This is an optimization exercise on Yosys and OpenROAD, whose aim is small area, a short achievable clock period and few clock cycles per item, not a production implementation.
Function was checked by simulation only, so behaviour that the tests miss may differ from the original.
No activity file was given, so power comes from the tool's default toggle rates.

==> flow/design.v (outline; a module is shown in full before it is edited, if it fits) <==
// module SNN: 2034 lines
// module FA: 4 lines
module SNN(
	input clk,
	input rst_n,
	input in_valid,
	input [7:0] img,
	input [7:0] ker,
	input [7:0] weight,
	output reg out_valid,
	output reg [9:0] out_data
);
  // ...
==> flow/flow/run.sh <==
#!/bin/bash
set -euo pipefail
export BUFFER_PORTS_ARGS="-buffer_cell sky130_fd_sc_hd__buf_4"
export SETUP_SLACK_MARGIN=11
bash standard.sh > standard_flow.log 2>&1
==> flow/standard.sh <==
#!/bin/bash
# synth_recipe.tcl (not shown) runs the flow's synth.tcl, then flattens the netlist and writes it again
# the make line also repeats each setting of config.mk as NAME=value (left out here)
make -C /OpenROAD-flow-scripts/flow DESIGN_CONFIG=/design/flow/config.mk WORK_HOME=/design/flow/orfs CLKGATE_MAP_FILE= SYNTH_SCRIPT=/design/flow/synth_recipe.tcl "${@:-finish}"
==> flow/config.mk <==
export PLATFORM = sky130hd
export DESIGN_NAME = SNN
export DESIGN_NICKNAME = SNN
export VERILOG_FILES = /design/flow/design.v
export SDC_FILE = /design/flow/constraint.sdc
export NUM_CORES = 4
export LEC_CHECK = 0
export CAP_MARGIN = 20
export CORE_MARGIN = 2
export CORE_UTILIZATION = 55
export SLEW_MARGIN = 20
export SYNTH_HIERARCHICAL = 1
==> flow/constraint.sdc <==
create_clock -name core_clock -period 15.0 [get_ports {clk}]
set_input_delay 3.0000 -clock core_clock [delete_from_list [all_inputs] [get_ports {clk}]]
set_output_delay 3.0000 -clock core_clock [all_outputs]
set_load 0.01 [all_outputs]
==> results.py, run 1 <==
metrics = {
    "synth": {
        "synth_commonest_cells": "702 x fa_1, 617 x nand2_1, 303 x dfxtp_1",
        "synth_xor_area_share_pct": 1.02,
        "yosys.area.top_type": "fa_1",
    },
    "timing": {
        "layout_min_cycle_time_ns": 4.21,
        "setup_viol": 0,
        "worst_pin_slew_ns": 1.09,
        "fin_tns_setup_ns": 0,
    },
    "min_path": {
        "min-delay-start": "sr2[7]$_DFF_P_",
        "whs_endpoint": "sr3[7]$_DFF_P_",
    },
    "worst_setup_path": {
        "rr_worst_depth": 10,
        "cp_num_buf_inv": 2,
        "reg2reg_slack_ns": 10.79,
        "r2r-start": "k3[5]$_DFFE_PN_",
        "crit_chain": "buf_6, buf_6, nand2_4, fa_2, fa_2, fa_2, fa_2, fa_2, fa_2, fa_2",
    },
    "power_and_ir_drop": {
        "clockPowerShare_pct": 14.6,
        "p_switching_mw": 4.08,
        "finalPower_mw": 9.36,
        "vdd_ir_drop_max_v": 0.000271,
    },
    "placed_design": {
        "placed_cells": 3612,
        "dp_slack_ns": 10.54,
    },
    "clock_tree": {
        "cts_resized": 293,
        "htree_levels": 2,
    },
    "cells_and_area": {
        "dominant_cells": "multi-input gates",
        "area_growth_pct": 13.5,
        "fillerInstances": 4755,
        "clockNetworkAreaShare_pct": 4.76,
        "final_util_pct": 63.1,
    },
    "global_routing": {
        "grt_pass1_vias": 23544,
        "busiest_layer": "met2",
        "grt_util_met2_pct": 49.9,
        "antenna_found_initial": 4,
    },
    "drt": {
        "dr.pass1.iters": 5,
    },
    "outcome": {
        "status": "finished clean",
    },
    "floorplanning": {
        "nWellTaps": 837,
    },
    "job": {
        "maxCapViolations": 0,
    },
}
Testbench counts, summed over its fixed seeds: cycles 25,920, items 320.
==> run 2: changes to the inputs <==
==> flow/flow/run.sh (replaced) <==
#!/bin/bash
set -euo pipefail
export BUFFER_PORTS_ARGS="-buffer_cell sky130_fd_sc_hd__buf_4"
export SETUP_SLACK_MARGIN=10.6
bash standard.sh > standard_flow.log 2>&1
==> results.py, run 2 <==
metrics = {
    "outcome": {
        "status": "finished clean",
    },
    "timing": {
        "grt_setup_unrepaired": "yes",
        "fin_tns_setup_ns": 0,
        "clock_skew_ns": 0.0614,
        "worst_pin_slew_ns": 1.05,
        "timing.fmax_ghz": 0.231,
        "drv_slew": 0,
        "setup_ws_ns": 10.68,
        "relSlewSlack_pct": 30.2,
        "hold_viol_final": 0,
        "finalCritPeriodShare_pct": 28.8,
        "layout_min_cycle_time_ns": 4.32,
        "worst_hold_slack_ns": 0.315,
        "setup_viol": 0,
    },
    "worst_setup_path": {
        "startpoint_type": "flop",
        "reg2reg_slack_ns": 10.68,
        "rr_worst_depth": 8,
        "crit_slowest_cell": "fa_1",
        "crit_path_frequent_cell": "fa_1",
        "critPathMaxStageDelay_ns": 0.59,
        "required_ns": 15.51,
        "critPathMaxFanout": 9,
        "crit_type": "flop to flop",
        "arrival_ns": 4.83,
        "end_kind": "flop",
        "crit_chain": "nand2_1, fa_1, fa_1, fa_1, fa_1, fa_1, fa_1, fa_1",
    },
    "placed_design": {
        "port_buffers": 37,
        "place_congestion": 0.940,
        "dp_slack_ns": 10.64,
        "placed_cells": 3613,
        "place_area_sq_um": 35300,
        "dpl.hpwl_mm": 65.6,
    },
    "synth": {
        "yosys.area.top_type_share_pct": 41.0,
        "yosys_warnings": 7,
        "synth_ff_type": "dfxtp_1",
        "synth-seq-cells": 488,
        "yosysSeqAreaShare_pct": 33.6,
        "synth_area_leaders": "fa_1 41%, dfxtp_1 18%, edfxtp_1 14%",
        "netlist_area_sq_um": 34300,
        "yosys.area.top_type": "fa_1",
        "ys_types": 65,
        "syn_inst": 2830,
        "yosysMostFrequentCell": "fa_1",
        "synth_edf_count": 162,
        "synth_area_per_cell_sq_um": 12.1,
        "async_flop_share_pct": 4.71,
        "synth_commonest_cells": "702 x fa_1, 617 x nand2_1, 303 x dfxtp_1",
    },
    "floorplanning": {
        "io_pins": 38,
        "coreArea_sq_um": 61700,
        "die_h_um": 254,
        "initial_core_util_pct": 55.5,
        "rows": 91,
        "dieArea_sq_um": 64300,
        "die-width_um": 254,
    },
    "global_routing": {
        "track_usage_pct": 27.0,
        "antenna_found_initial": 3,
        "overflow": 0,
        "grt_pass1_vias": 22741,
        "grt_pass1_wl_mm": 130,
        "grt_max_degree": 41,
    },
    "cells_and_area": {
        "layout.cells.non_filler": 3745,
        "area_growth_pct": 9.27,
        "layout_common_cells": "700 x fa_1, 617 x nand2_1, 261 x dfxtp_1",
        "final_util_pct": 60.7,
        "top_regs": "r2a x20, r3a x20",
        "final_nets": 3715,
        "stdcell_area_sq_um": 37500,
        "fillerInstances": 5055,
        "final_common_cell": "fa_1",
        "multi_input_area_sq_um": 21500,
        "seq_area_sq_um": 11600,
        "drive_above_1_share_pct": 9.46,
    },
    "drt": {
        "dr.pass1.iters": 5,
        "antenna_left": 0,
        "drt_iter0_drc": 1262,
        "wl_met3_mm": 4.44,
        "drcViolationCount": 0,
        "routed.top_layer": "met5",
        "post_drt_wl_per_cell_um": 22.0,
        "wl_mm": 82.6,
        "wl_met2_mm": 41.9,
        "via_count": 20289,
        "viasPerCell": 5.42,
        "drt-met1-wl_mm": 32.5,
    },
    "clock_tree": {
        "htree_levels": 2,
        "clk_pin_slew_worst_paths_ns": 0.06,
        "clock-sinks": 488,
        "insertion_delay_ns": 0.65,
        "clockBufferDepth": 3,
        "cts-buffers-inserted": 56,
        "cts-root-buf": "clkbuf_16",
        "cts_tree": "built",
    },
    "power_and_ir_drop": {
        "switching_share_pct": 42.9,
        "clockPowerShare_pct": 15.7,
        "p_comb_share_pct": 61.0,
        "leakage_nw": 15.0,
        "finalPower_mw": 8.79,
        "seq_power_share_pct": 23.3,
        "power.internal_mw": 5.02,
        "power.density_nw_per_um2": 235,
        "p_switching_mw": 3.77,
        "vdd_ir_drop_max_v": 0.000263,
    },
    "min_path": {
        "worstHoldPathType": "flop to flop",
        "min_path_cells": 0,
    },
    "job": {
        "maxCapViolations": 0,
    },
}
[run 2: what timing repair did]
item | 4_1_cts | 5_1_grt
endpoints found under the setup margin | 1 | 40
endpoints found under the hold margin | 0 | 0
hold buffers | 0 | 0
pin swaps | 0 | 2
buffers inserted | 0 | 24
gates resized for setup | 1 | 49
[run 2: path summary, 6_finish.rpt]
| path | end | start |
|---|---|---|
| worst max-delay path | r2b[11]$_DFF_P_ | sr7[4]$_DFF_P_ |
| worst min-delay path | sr9[4]$_DFF_P_ | sr8[4]$_DFF_P_ |
| worst max register to register | r2b[11]$_DFF_P_ | sr7[4]$_DFF_P_ |
| worst min register to register | sr9[4]$_DFF_P_ | sr8[4]$_DFF_P_ |
| max in group asynchronous | s[1]$_DFF_PN1_ | rst_n |
| min in group asynchronous | out_data[6]$_DFF_PN0_ | rst_n |
[run 2: critical path: cells and delay by family, from the launching register on]
kind,cells,cell delay (ns)
and+or+nand+nor,1,0.15
adders and majority gates,7,3.47
DFF,1,0.57
[run 2: power groups by stage]
stage               sequential, mW  combinational [mW]  clock [mW]
floorplan                     1.91                3.97           0
global placement              2.07                5.15           0
detailed placement            2.08                5.34           0
CTS                           2.05                5.40        1.41
global route                  2.08                6.26        1.46
finish                        2.05                5.37        1.38
[run 2: cells by family after synthesis]
group | synth area share [%]
AO/OA/AOI/OAI | 3.52
XOR/XNOR | 1.02
adder cells (fa/ha/maj) | 45.7
buffers and inverters | 4.46
flip-flops | 33.6
multiplexers | 1.31
other | 0.0219
AND/OR/NAND/NOR | 10.4
[run 2: per-layer routing]
layer	vias up	global-route usage (%)
li1	8832	-
met1	10624	33.8
met2	640	47.2
met3	191	4.14
met4	2	11.2
met5	-	0
[run 2: layout make-up]
cell class / instances / share of cell area [%]
Multi-Input combinational cell: 2009 / 57.5
Sequential cell: 488 / 30.9
Clock buffer: 82 / 4.31
Tap cell: 837 / 2.80
Inverter: 235 / 2.36
Timing Repair Buffer: 68 / 1.36
Clock inverter: 24 / 0.748
Antenna cell: 2 / 0.0134
[run 2: per-module statistics from Yosys (local to each module, per instance)]
module | flops+latches | cells inside | times used
SNN | 488 | 2156 | 1
FA | 0 | 1 | 674

-- port drivers added, routing unchanged --
The flow's constraints put no driver on any port. The routed layouts listed below were extracted and timed again, unchanged, in two steps.
Step 1 assumes that a clkbuf_16 drives the clock port and a buf_2 every other input.
Step 2 also shifts input and output timing later by t, the mid clock arrival at the registers, as if the neighbouring blocks saw the same clock.
a / b / c = no drivers / after step 1 / after step 2; a / b = the first two.
| run | t (ns) | setup slack, ns | worst setup path after step 2 | cell pins on the clock port's net |
|---|---|---|---|---|
| run 1 | 0.685 | 10.794 / 10.794 / 10.794 | register to register | 1 |
| run 2 | 0.677 | 10.678 / 10.678 / 10.678 | register to register | 1 |
After both steps setup and hold are still met in every run listed.
